This is an optimization exercise on Yosys and OpenROAD, whose aim is small area, a short achievable clock period and few clock cycles per item, not a production implementation. Function was checked by simulation only, so behaviour that the tests miss may differ from the original. Power and IR drop assume default switching activity.

==> build 93 <==
// pollings
module pollings (
        ap_clk,
        ap_rst_n,
        m_axi_gmem_AWVALID,
        m_axi_gmem_AWREADY,
        m_axi_gmem_AWADDR,
        m_axi_gmem_AWID,
        m_axi_gmem_AWLEN,
        m_axi_gmem_AWSIZE,
        m_axi_gmem_AWBURST,
        m_axi_gmem_AWLOCK,
        m_axi_gmem_AWCACHE,
        m_axi_gmem_AWPROT,
        m_axi_gmem_AWQOS,
        m_axi_gmem_AWREGION,
        m_axi_gmem_AWUSER,
        m_axi_gmem_WVALID,
        m_axi_gmem_WREADY,
        m_axi_gmem_WDATA,
        m_axi_gmem_WSTRB,
        m_axi_gmem_WLAST,
        m_axi_gmem_WID,
        m_axi_gmem_WUSER,
        m_axi_gmem_ARVALID,
        m_axi_gmem_ARREADY,
        m_axi_gmem_ARADDR,
        m_axi_gmem_ARID,
        m_axi_gmem_ARLEN,
        m_axi_gmem_ARSIZE,
        m_axi_gmem_ARBURST,
        m_axi_gmem_ARLOCK,
        m_axi_gmem_ARCACHE,
        m_axi_gmem_ARPROT,
        m_axi_gmem_ARQOS,
        m_axi_gmem_ARREGION,
        m_axi_gmem_ARUSER,
        m_axi_gmem_RVALID,
        m_axi_gmem_RREADY,
        m_axi_gmem_RDATA,
        m_axi_gmem_RLAST,
        m_axi_gmem_RID,
  ...
export LEC_CHECK = 0
export CAP_MARGIN = 20
export CORE_MARGIN = 2
export CORE_UTILIZATION = 60
export SETUP_SLACK_MARGIN = 5
export SLEW_MARGIN = 20
export TNS_END_PERCENT = 100
create_clock -name core_clock -period 10.0 [get_ports {ap_clk}]
run.sh (not shown) runs the stock make flow with config.mk's settings and CLKGATE_MAP_FILE= SYNTH_SCRIPT=/design/flow/synth_recipe.tcl, a recipe that flattens the netlist after the stock synthesis.
==> inputs of build 97, as changes to build 93 <==
--- a/flow/design.v
+++ b/flow/design.v
@@ -414,17 +414,17 @@
 wire       start = ap_start & ~busy;
 assign     ap_idle = ~busy & ~ap_start;
 reg        arvalid;
 reg [63:0] araddr;
 reg  [9:0] ar_n;
 wire       ar_hs = arvalid & m_axi_gmem_ARREADY;
 wire [11:0] ar_off = {ar_n[9:5], ar_n[0], ar_n[4:2], ar_n[1], 2'b00};
 assign m_axi_gmem_ARVALID = arvalid;
-assign m_axi_gmem_ARADDR  = araddr;
+assign m_axi_gmem_ARADDR  = {araddr[63:2], 2'b00};    
 always @(posedge ap_clk) begin
     if (rst) begin
         arvalid <= 1'b0;
         ar_n    <= 10'd0;
     end else if (start | ar_hs) begin
         arvalid <= start | (|ar_n);
         if (start | (|ar_n)) ar_n <= ar_n + 10'd1;
     end
@@ -433,17 +433,17 @@
 reg        awvalid;
 reg [63:0] awaddr;
 reg  [2:0] aw_nq;
 reg  [7:0] aw_ng;
 wire       aw_hs = awvalid & m_axi_gmem_AWREADY;
 wire       aw_wrap = aw_nq[0] & (aw_ng == 8'd0);
 wire [63:0] aw_base = ({64{aw_nq[0]}} & max_pool) | ({64{aw_nq[1]}} & min_pool) | ({64{aw_nq[2]}} & avg_pool);
 assign m_axi_gmem_AWVALID = awvalid;
-assign m_axi_gmem_AWADDR  = awaddr;
+assign m_axi_gmem_AWADDR  = {awaddr[63:2], 2'b00};
 always @(posedge ap_clk) begin
     if (rst) begin
         awvalid <= 1'b0;
         aw_nq   <= 3'b001;
         aw_ng   <= 8'd0;
     end else if (start | aw_hs) begin
         awvalid <= start | ~aw_wrap;
         if (start | ~aw_wrap) begin
@@ -454,85 +454,107 @@
 end
 always @(posedge ap_clk) if (start | aw_hs) awaddr <= aw_base + {54'd0, aw_ng, 2'b00};
 reg        rready;
 reg [31:0] rreg;             
 reg        rv;               
 reg  [1:0] r_ph;             
 reg  [1:0] c_ph;             
 reg [31:0] top;              
-reg [47:0] part;             
+reg [15:0] part_mx;          
 reg [31:0] wd;               
 reg [63:0] hold;             
-reg  [1:0] wcnt;
+reg  [1:0] wcnt;             
 reg        wvalid;
 wire       r_hs = rready & m_axi_gmem_RVALID;
 wire       w_hs = wvalid & m_axi_gmem_WREADY;
-wire       grp  = rv & (c_ph == 2'd3);
-wire       load = grp & (wcnt == 2'd0);
-wire       stall = grp & ~load;
+wire       b0   = rv & (c_ph == 2'd1);
+wire       b1   = rv & (c_ph == 2'd3);
+wire       b0_go = b0 & (wcnt != 2'd3);      
+wire       load  = b1 & (wcnt == 2'd0);
+wire       stall = (b0 & ~b0_go) | (b1 & ~load);
 assign m_axi_gmem_RREADY = rready;
 assign m_axi_gmem_WVALID = wvalid;
 assign m_axi_gmem_WDATA  = wd;
+function [31:0] pairs;
+    input [31:0] t;
+    integer p;
+    reg [7:0] a, b;
+    begin
+        for (p = 0; p < 2; p = p + 1) begin
+            a = t[16*p +: 8]; b = t[16*p+8 +: 8];
+            pairs[16*p +: 8]   = (a > b) ? a : b;
+            pairs[16*p+8 +: 8] = (a > b) ? b : a;
+        end
+    end
+endfunction
 function [47:0] pool2;
     input [31:0] t;
     input [31:0] d;
     integer p;
-    reg [7:0] a, b, c, e, mxt, mnt, mxb, mnb;
+    reg [7:0] mx, mn, c, e;
+    reg       ce;
     reg [9:0] s;
     begin
         for (p = 0; p < 2; p = p + 1) begin
-            a = t[16*p +: 8]; b = t[16*p+8 +: 8];
-            c = d[16*p +: 8]; e = d[16*p+8 +: 8];
-            mxt = (a > b) ? a : b;  mnt = (a > b) ? b : a;
-            mxb = (c > e) ? c : e;  mnb = (c > e) ? e : c;
-            s = {2'b00, a} + {2'b00, b} + {2'b00, c} + {2'b00, e};
-            pool2[8*p +: 8]      = (mxt > mxb) ? mxt : mxb;
-            pool2[16 + 8*p +: 8] = (mnt < mnb) ? mnt : mnb;
+            mx = t[16*p +: 8]; mn = t[16*p+8 +: 8];
+            c = d[16*p +: 8];  e = d[16*p+8 +: 8];
+            ce = c >= e;
+            s = {2'b00, mx} + {2'b00, mn} + {2'b00, c} + {2'b00, e};
+            pool2[8*p +: 8]      = (mx >= c && mx >= e) ? mx : (ce ? c : e);
+            pool2[16 + 8*p +: 8] = (mn <= c && mn <= e) ? mn : (ce ? e : c);
             pool2[32 + 8*p +: 8] = s[9:2];
         end
     end
 endfunction
 wire [47:0] pooled = pool2(top, rreg);
 wire       rv_n    = r_hs | stall;
 wire [1:0] wcnt_n  = load ? 2'd3 : wcnt - {1'b0, w_hs};
-wire       next_b1 = r_hs ? (r_ph == 2'd3) : stall;
+wire [1:0] ph_n    = r_hs ? r_ph : c_ph;
+wire       may_stall = rv_n & (((ph_n == 2'd3) & (wcnt_n != 2'd0)) | ((ph_n == 2'd1) & (wcnt_n == 2'd3)));
 always @(posedge ap_clk) begin
     if (rst) begin
         rready <= 1'b0;
         rv     <= 1'b0;
         r_ph   <= 2'd0;
         c_ph   <= 2'd0;
         wcnt   <= 2'd0;
         wvalid <= 1'b0;
     end else begin
         rv     <= rv_n;
         if (r_hs) begin
             r_ph <= r_ph + 2'd1;
             c_ph <= r_ph;
         end
         wcnt   <= wcnt_n;
         wvalid <= wcnt_n != 2'd0;
-        rready <= busy & ~(next_b1 & (wcnt_n != 2'd0));
+        rready <= busy & ~may_stall;
         if (start) begin
             r_ph <= 2'd0;
         end
     end
 end
 always @(posedge ap_clk) begin
     if (r_hs) rreg <= m_axi_gmem_RDATA;
-    if (rv & ~c_ph[0]) top <= rreg;
-    if (rv & (c_ph == 2'd1)) part <= pooled;
-    if (load) begin
-        wd   <= {pooled[15:0], part[15:0]};
-        hold <= {pooled[47:32], part[47:32], pooled[31:16], part[31:16]};
-    end else if (w_hs) begin
-        wd          <= hold[31:0];
-        hold[31:0]  <= hold[63:32];
-    end
+    if (rv & ~c_ph[0]) top <= pairs(rreg);
+    if (b0_go) part_mx <= pooled[15:0];
+    if (load)
+        wd <= {pooled[15:0], part_mx};
+    else if (w_hs)
+        wd <= hold[31:0];
+    if (load)
+        hold[31:0] <= {pooled[31:16], hold[63:48]};
+    else if (w_hs)
+        hold[31:0] <= hold[63:32];
+    if (load)
+        hold[63:48] <= pooled[47:32];
+    else if (b0_go)
+        hold[63:48] <= pooled[31:16];
+    if (b0_go)
+        hold[47:32] <= pooled[47:32];
 end
 reg  [9:0] bcnt;             
 reg        last_b;           
 wire       b_hs = m_axi_gmem_BVALID;
 always @(*) ap_done = busy & last_b & b_hs;
 always @(posedge ap_clk) begin
     if (rst) begin
         busy   <= 1'b0;
==> flow/flow/run.sh (new file) <==
#!/bin/bash
# Standard synthesis, then the standard layout steps with repair_timing aiming
# at a larger setup margin (each make run's full output in its own log here).
set -euo pipefail
MARGIN=$(cat flow/margin.txt)
bash standard.sh synth > synth.log 2>&1
bash standard.sh SETUP_SLACK_MARGIN=$MARGIN finish > layout.log 2>&1
==> flow/flow/margin.txt (new file) <==
6.7
==> flow/standard.sh (new file) <==
#!/bin/bash
# synth_recipe.tcl (not shown) runs the flow's synth.tcl, then flattens the netlist and writes it again
# the make line also repeats each setting of config.mk as NAME=value (left out here)
make -C /OpenROAD-flow-scripts/flow DESIGN_CONFIG=/design/flow/config.mk WORK_HOME=/design/flow/orfs CLKGATE_MAP_FILE= SYNTH_SCRIPT=/design/flow/synth_recipe.tcl "${@:-finish}"
CTS_BUF_LIST = sky130_fd_sc_hd__clkbuf_16   (was default)
CTS_CLUSTER_DIAMETER = 80   (was default)
CTS_CLUSTER_SIZE = 22   (was default)
SETUP_SLACK_MARGIN = default   (was 5)
TNS_END_PERCENT = default   (was 100)
removed: flow/run.sh
==> inputs of build 43, as changes to build 93 <==
--- a/flow/design.v
+++ b/flow/design.v
@@ -159,41 +159,39 @@
         else if (wr_isr)
             int_isr[0] <= int_isr[0] ^ WDATA[0];
         if (int_ier[1] & ap_ready)
             int_isr[1] <= 1'b1;
         else if (wr_isr)
             int_isr[1] <= int_isr[1] ^ WDATA[1];
     end
 end
-wire [31:0] wd0 = WDATA & {32{~ARESET}};
-reg  [7:0]  wsel;
-always @(*) begin
-    wsel[0] = waddr == ADDR_IN_IMG_DATA_0;
-    wsel[1] = waddr == ADDR_IN_IMG_DATA_1;
-    wsel[2] = waddr == ADDR_MAX_POOL_DATA_0;
-    wsel[3] = waddr == ADDR_MAX_POOL_DATA_1;
-    wsel[4] = waddr == ADDR_MIN_POOL_DATA_0;
-    wsel[5] = waddr == ADDR_MIN_POOL_DATA_1;
-    wsel[6] = waddr == ADDR_AVG_POOL_DATA_0;
-    wsel[7] = waddr == ADDR_AVG_POOL_DATA_1;
-end
 genvar b;
 generate
     for (b = 0; b < 4; b = b + 1) begin : lane
-        wire we = w_hs & WSTRB[b];
         always @(posedge ACLK) begin
-            if (ARESET | (we & wsel[0])) int_in_img[8*b +: 8]       <= wd0[8*b +: 8];
-            if (ARESET | (we & wsel[1])) int_in_img[32+8*b +: 8]    <= wd0[8*b +: 8];
-            if (ARESET | (we & wsel[2])) int_max_pool[8*b +: 8]     <= wd0[8*b +: 8];
-            if (ARESET | (we & wsel[3])) int_max_pool[32+8*b +: 8]  <= wd0[8*b +: 8];
-            if (ARESET | (we & wsel[4])) int_min_pool[8*b +: 8]     <= wd0[8*b +: 8];
-            if (ARESET | (we & wsel[5])) int_min_pool[32+8*b +: 8]  <= wd0[8*b +: 8];
-            if (ARESET | (we & wsel[6])) int_avg_pool[8*b +: 8]     <= wd0[8*b +: 8];
-            if (ARESET | (we & wsel[7])) int_avg_pool[32+8*b +: 8]  <= wd0[8*b +: 8];
+            if (ARESET) begin
+                int_in_img[8*b +: 8]       <= 8'd0;
+                int_in_img[32+8*b +: 8]    <= 8'd0;
+                int_max_pool[8*b +: 8]     <= 8'd0;
+                int_max_pool[32+8*b +: 8]  <= 8'd0;
+                int_min_pool[8*b +: 8]     <= 8'd0;
+                int_min_pool[32+8*b +: 8]  <= 8'd0;
+                int_avg_pool[8*b +: 8]     <= 8'd0;
+                int_avg_pool[32+8*b +: 8]  <= 8'd0;
+            end else if (w_hs && WSTRB[b]) begin
+                if (waddr == ADDR_IN_IMG_DATA_0)   int_in_img[8*b +: 8]      <= WDATA[8*b +: 8];
+                if (waddr == ADDR_IN_IMG_DATA_1)   int_in_img[32+8*b +: 8]   <= WDATA[8*b +: 8];
+                if (waddr == ADDR_MAX_POOL_DATA_0) int_max_pool[8*b +: 8]    <= WDATA[8*b +: 8];
+                if (waddr == ADDR_MAX_POOL_DATA_1) int_max_pool[32+8*b +: 8] <= WDATA[8*b +: 8];
+                if (waddr == ADDR_MIN_POOL_DATA_0) int_min_pool[8*b +: 8]    <= WDATA[8*b +: 8];
+                if (waddr == ADDR_MIN_POOL_DATA_1) int_min_pool[32+8*b +: 8] <= WDATA[8*b +: 8];
+                if (waddr == ADDR_AVG_POOL_DATA_0) int_avg_pool[8*b +: 8]    <= WDATA[8*b +: 8];
+                if (waddr == ADDR_AVG_POOL_DATA_1) int_avg_pool[32+8*b +: 8] <= WDATA[8*b +: 8];
+            end
         end
     end
 endgenerate
 endmodule
 `timescale 1 ns / 1 ps 
 module pollings (
         ap_clk,
         ap_rst_n,
@@ -410,73 +408,80 @@
 assign m_axi_gmem_ARREGION = 4'd0;
 assign m_axi_gmem_ARUSER   = 1'b0;
 assign m_axi_gmem_BREADY   = 1'b1;
 reg        busy;
 wire       start = ap_start & ~busy;
 assign     ap_idle = ~busy & ~ap_start;
 reg        arvalid;
 reg [63:0] araddr;
-reg  [9:0] ar_n;
+reg  [9:0] ar_idx;           
 wire       ar_hs = arvalid & m_axi_gmem_ARREADY;
-wire [11:0] ar_off = {ar_n[9:5], ar_n[0], ar_n[4:2], ar_n[1], 2'b00};
+wire [9:0] ar_nidx = start ? 10'd0 : ar_idx + 10'd1;
+wire [11:0] ar_off = {ar_nidx[9:5], ar_nidx[0], ar_nidx[4:2], ar_nidx[1], 2'b00};
 assign m_axi_gmem_ARVALID = arvalid;
 assign m_axi_gmem_ARADDR  = araddr;
 always @(posedge ap_clk) begin
     if (rst) begin
         arvalid <= 1'b0;
-        ar_n    <= 10'd0;
-    end else if (start | ar_hs) begin
-        arvalid <= start | (|ar_n);
-        if (start | (|ar_n)) ar_n <= ar_n + 10'd1;
+        ar_idx  <= 10'd0;
+    end else if (start) begin
+        arvalid <= 1'b1;
+        ar_idx  <= 10'd0;
+    end else if (ar_hs) begin
+        arvalid <= ~&ar_idx;
+        ar_idx  <= ar_nidx;
     end
 end
 always @(posedge ap_clk) if (start | ar_hs) araddr <= in_img + {52'd0, ar_off};
 reg        awvalid;
 reg [63:0] awaddr;
-reg  [2:0] aw_nq;
-reg  [7:0] aw_ng;
+reg  [7:0] aw_g;             
+reg  [1:0] aw_q;             
 wire       aw_hs = awvalid & m_axi_gmem_AWREADY;
-wire       aw_wrap = aw_nq[0] & (aw_ng == 8'd0);
-wire [63:0] aw_base = ({64{aw_nq[0]}} & max_pool) | ({64{aw_nq[1]}} & min_pool) | ({64{aw_nq[2]}} & avg_pool);
+wire       aw_last = (aw_q == 2'd2) & (&aw_g);
+wire [1:0] aw_nq = start ? 2'd0 : (aw_q == 2'd2) ? 2'd0 : aw_q + 2'd1;
+wire [7:0] aw_ng = start ? 8'd0 : (aw_q == 2'd2) ? aw_g + 8'd1 : aw_g;
+wire [63:0] aw_base = aw_nq[1] ? avg_pool : aw_nq[0] ? min_pool : max_pool;
 assign m_axi_gmem_AWVALID = awvalid;
 assign m_axi_gmem_AWADDR  = awaddr;
 always @(posedge ap_clk) begin
     if (rst) begin
         awvalid <= 1'b0;
-        aw_nq   <= 3'b001;
-        aw_ng   <= 8'd0;
-    end else if (start | aw_hs) begin
-        awvalid <= start | ~aw_wrap;
-        if (start | ~aw_wrap) begin
-            aw_nq <= {aw_nq[1:0], aw_nq[2]};
-            if (aw_nq[2]) aw_ng <= aw_ng + 8'd1;
-        end
+        aw_g    <= 8'd0;
+        aw_q    <= 2'd0;
+    end else if (start) begin
+        awvalid <= 1'b1;
+        aw_g    <= 8'd0;
+        aw_q    <= 2'd0;
+    end else if (aw_hs) begin
+        awvalid <= ~aw_last;
+        aw_g    <= aw_ng;
+        aw_q    <= aw_nq;
     end
 end
 always @(posedge ap_clk) if (start | aw_hs) awaddr <= aw_base + {54'd0, aw_ng, 2'b00};
 reg        rready;
 reg [31:0] rreg;             
 reg        rv;               
 reg  [1:0] r_ph;             
 reg  [1:0] c_ph;             
 reg [31:0] top;              
 reg [47:0] part;             
-reg [31:0] wd;               
-reg [63:0] hold;             
+reg [95:0] slots;            
 reg  [1:0] wcnt;
 reg        wvalid;
 wire       r_hs = rready & m_axi_gmem_RVALID;
 wire       w_hs = wvalid & m_axi_gmem_WREADY;
 wire       grp  = rv & (c_ph == 2'd3);
 wire       load = grp & (wcnt == 2'd0);
 wire       stall = grp & ~load;
 assign m_axi_gmem_RREADY = rready;
 assign m_axi_gmem_WVALID = wvalid;
-assign m_axi_gmem_WDATA  = wd;
+assign m_axi_gmem_WDATA  = slots[31:0];
 function [47:0] pool2;
     input [31:0] t;
     input [31:0] d;
     integer p;
     reg [7:0] a, b, c, e, mxt, mnt, mxb, mnb;
     reg [9:0] s;
     begin
         for (p = 0; p < 2; p = p + 1) begin
@@ -516,23 +521,20 @@
             r_ph <= 2'd0;
         end
     end
 end
 always @(posedge ap_clk) begin
     if (r_hs) rreg <= m_axi_gmem_RDATA;
     if (rv & ~c_ph[0]) top <= rreg;
     if (rv & (c_ph == 2'd1)) part <= pooled;
-    if (load) begin
-        wd   <= {pooled[15:0], part[15:0]};
-        hold <= {pooled[47:32], part[47:32], pooled[31:16], part[31:16]};
-    end else if (w_hs) begin
-        wd          <= hold[31:0];
-        hold[31:0]  <= hold[63:32];
-    end
+    if (load)
+        slots <= {pooled[47:32], part[47:32], pooled[31:16], part[31:16], pooled[15:0], part[15:0]};
+    else if (w_hs)
+        slots <= {32'd0, slots[95:32]};
 end
 reg  [9:0] bcnt;             
 reg        last_b;           
 wire       b_hs = m_axi_gmem_BVALID;
 always @(*) ap_done = busy & last_b & b_hs;
 always @(posedge ap_clk) begin
     if (rst) begin
         busy   <= 1'b0;
CORE_UTILIZATION = 40   (was 60)
SETUP_SLACK_MARGIN = default   (was 5)
TNS_END_PERCENT = default   (was 100)
==> qor.yml <==
final_layout:
  inv_count: 127
  area_growth_pct: 20.5
  fin_util_pct: 72.8
  final_common_cell: "edfxtp_1"
  drive_gt1_share_pct: 16.0
  nClkBuffers: 38
  final_cells: 3553
floorplanning:
  die_h_um: 234
  rows: 84
place:
  port_buffers: 287
worst_setup_path:
  timing.rr.start: "top[10]"
  critPathMaxStageDelay_ns: 0.55
  cp.arrival_ns: 3.85
  slowest_stage: "fa_1"
yosys:
  synth_most_common_cell: "edfxtp_1"
  yosys.area_share.simple_pct: 10.6
run_status:
  status: "no timing/DRC/antenna violations"
power:
  pwr-share-clk_pct: 31.6
  p_comb_w: 0.000303
route:
  wl_met2_um: 44000
[end of results for build 97]
==> qor.yml <==
place:
  port_buffers: 291
power:
  power_frac_comb_pct: 4.5
  p_comb_w: 0.000283
worst_setup_path:
  slowest_stage: "a222oi_1"
  critPathMaxStageDelay_ns: 0.59
  cp.arrival_ns: 5.05
yosys:
  yosys.area_share.simple_pct: 10.3
run_status:
  status: "no timing/DRC/antenna violations"
route:
  wl_met2_um: 41400
final_layout:
  drive_gt1_share_pct: 8.85
  final_common_cell: "edfxtp_1"
  fin_util_pct: 71.5
  final_cells: 3536
  nClkBuffers: 99
  inv_count: 111
floorplanning:
  die_h_um: 237
[end of results for build 93]
==> qor.yml <==
run_status:
  status: "no timing/DRC/antenna violations"
worst_setup_path:
  cp.arrival_ns: 5.91
  r2r_slack_ns: 4.47
  timing.rr.start: "aw_q[1]"
  slowest_stage: "nor4_1"
  critPathMaxStageDelay_ns: 0.95
final_layout:
  area_growth_pct: 17.5
  nClkBuffers: 122
  drive_gt1_share_pct: 6.62
  final_common_cell: "nor2_1"
  inv_count: 101
  final_cells: 4738
  fin_util_pct: 47.5
yosys:
  synth_most_common_cell: "nor2_1"
route:
  wl_met2_um: 45600
place:
  port_buffers: 291
floorplanning:
  die_h_um: 300
power:
  p_comb_w: 0.000207
global_route:
  use_met3_pct: 3.94
[end of results for build 43]
Testbench counts of build 93, summed over its fixed seeds: cycles 12,996, images 12.
Testbench counts of build 97, summed over its fixed seeds: cycles 12,996, images 12.
Testbench counts of build 43, summed over its fixed seeds: cycles 12,996, images 12.

## static timing again, ports no longer ideal
The results above use ideal ports. As a check the final layouts listed here were re-extracted and re-timed, cells and wires unchanged. Step 1 assumes that a clkbuf_16 drives the clock port and a buf_2 every other input. Step 2 times the ports against the registers' clock, not the clock port: input delays grow and output delays shrink by t, the midpoint of the rising clock arrivals with the driver on. Slacks: ideal ports / drivers / drivers and shift; pairs: ideal ports / drivers.
| run | t (ns) | slack for setup (ns) | worst setup path at the end |
|---|---|---|---|
| build 93 | 0.667 | 5.283 / 5.283 / 5.038 | input to register |
| build 97 | 0.636 | 6.494 / 6.494 / 6.075 | input to register |
| build 43 | 0.702 | 4.468 / 4.468 / 4.468 | register to register |
After both steps every run listed still meets setup and hold. The setup slack of build 97, which loses most, moves by 0.000 ns with the drivers and by -0.419 ns with both steps.
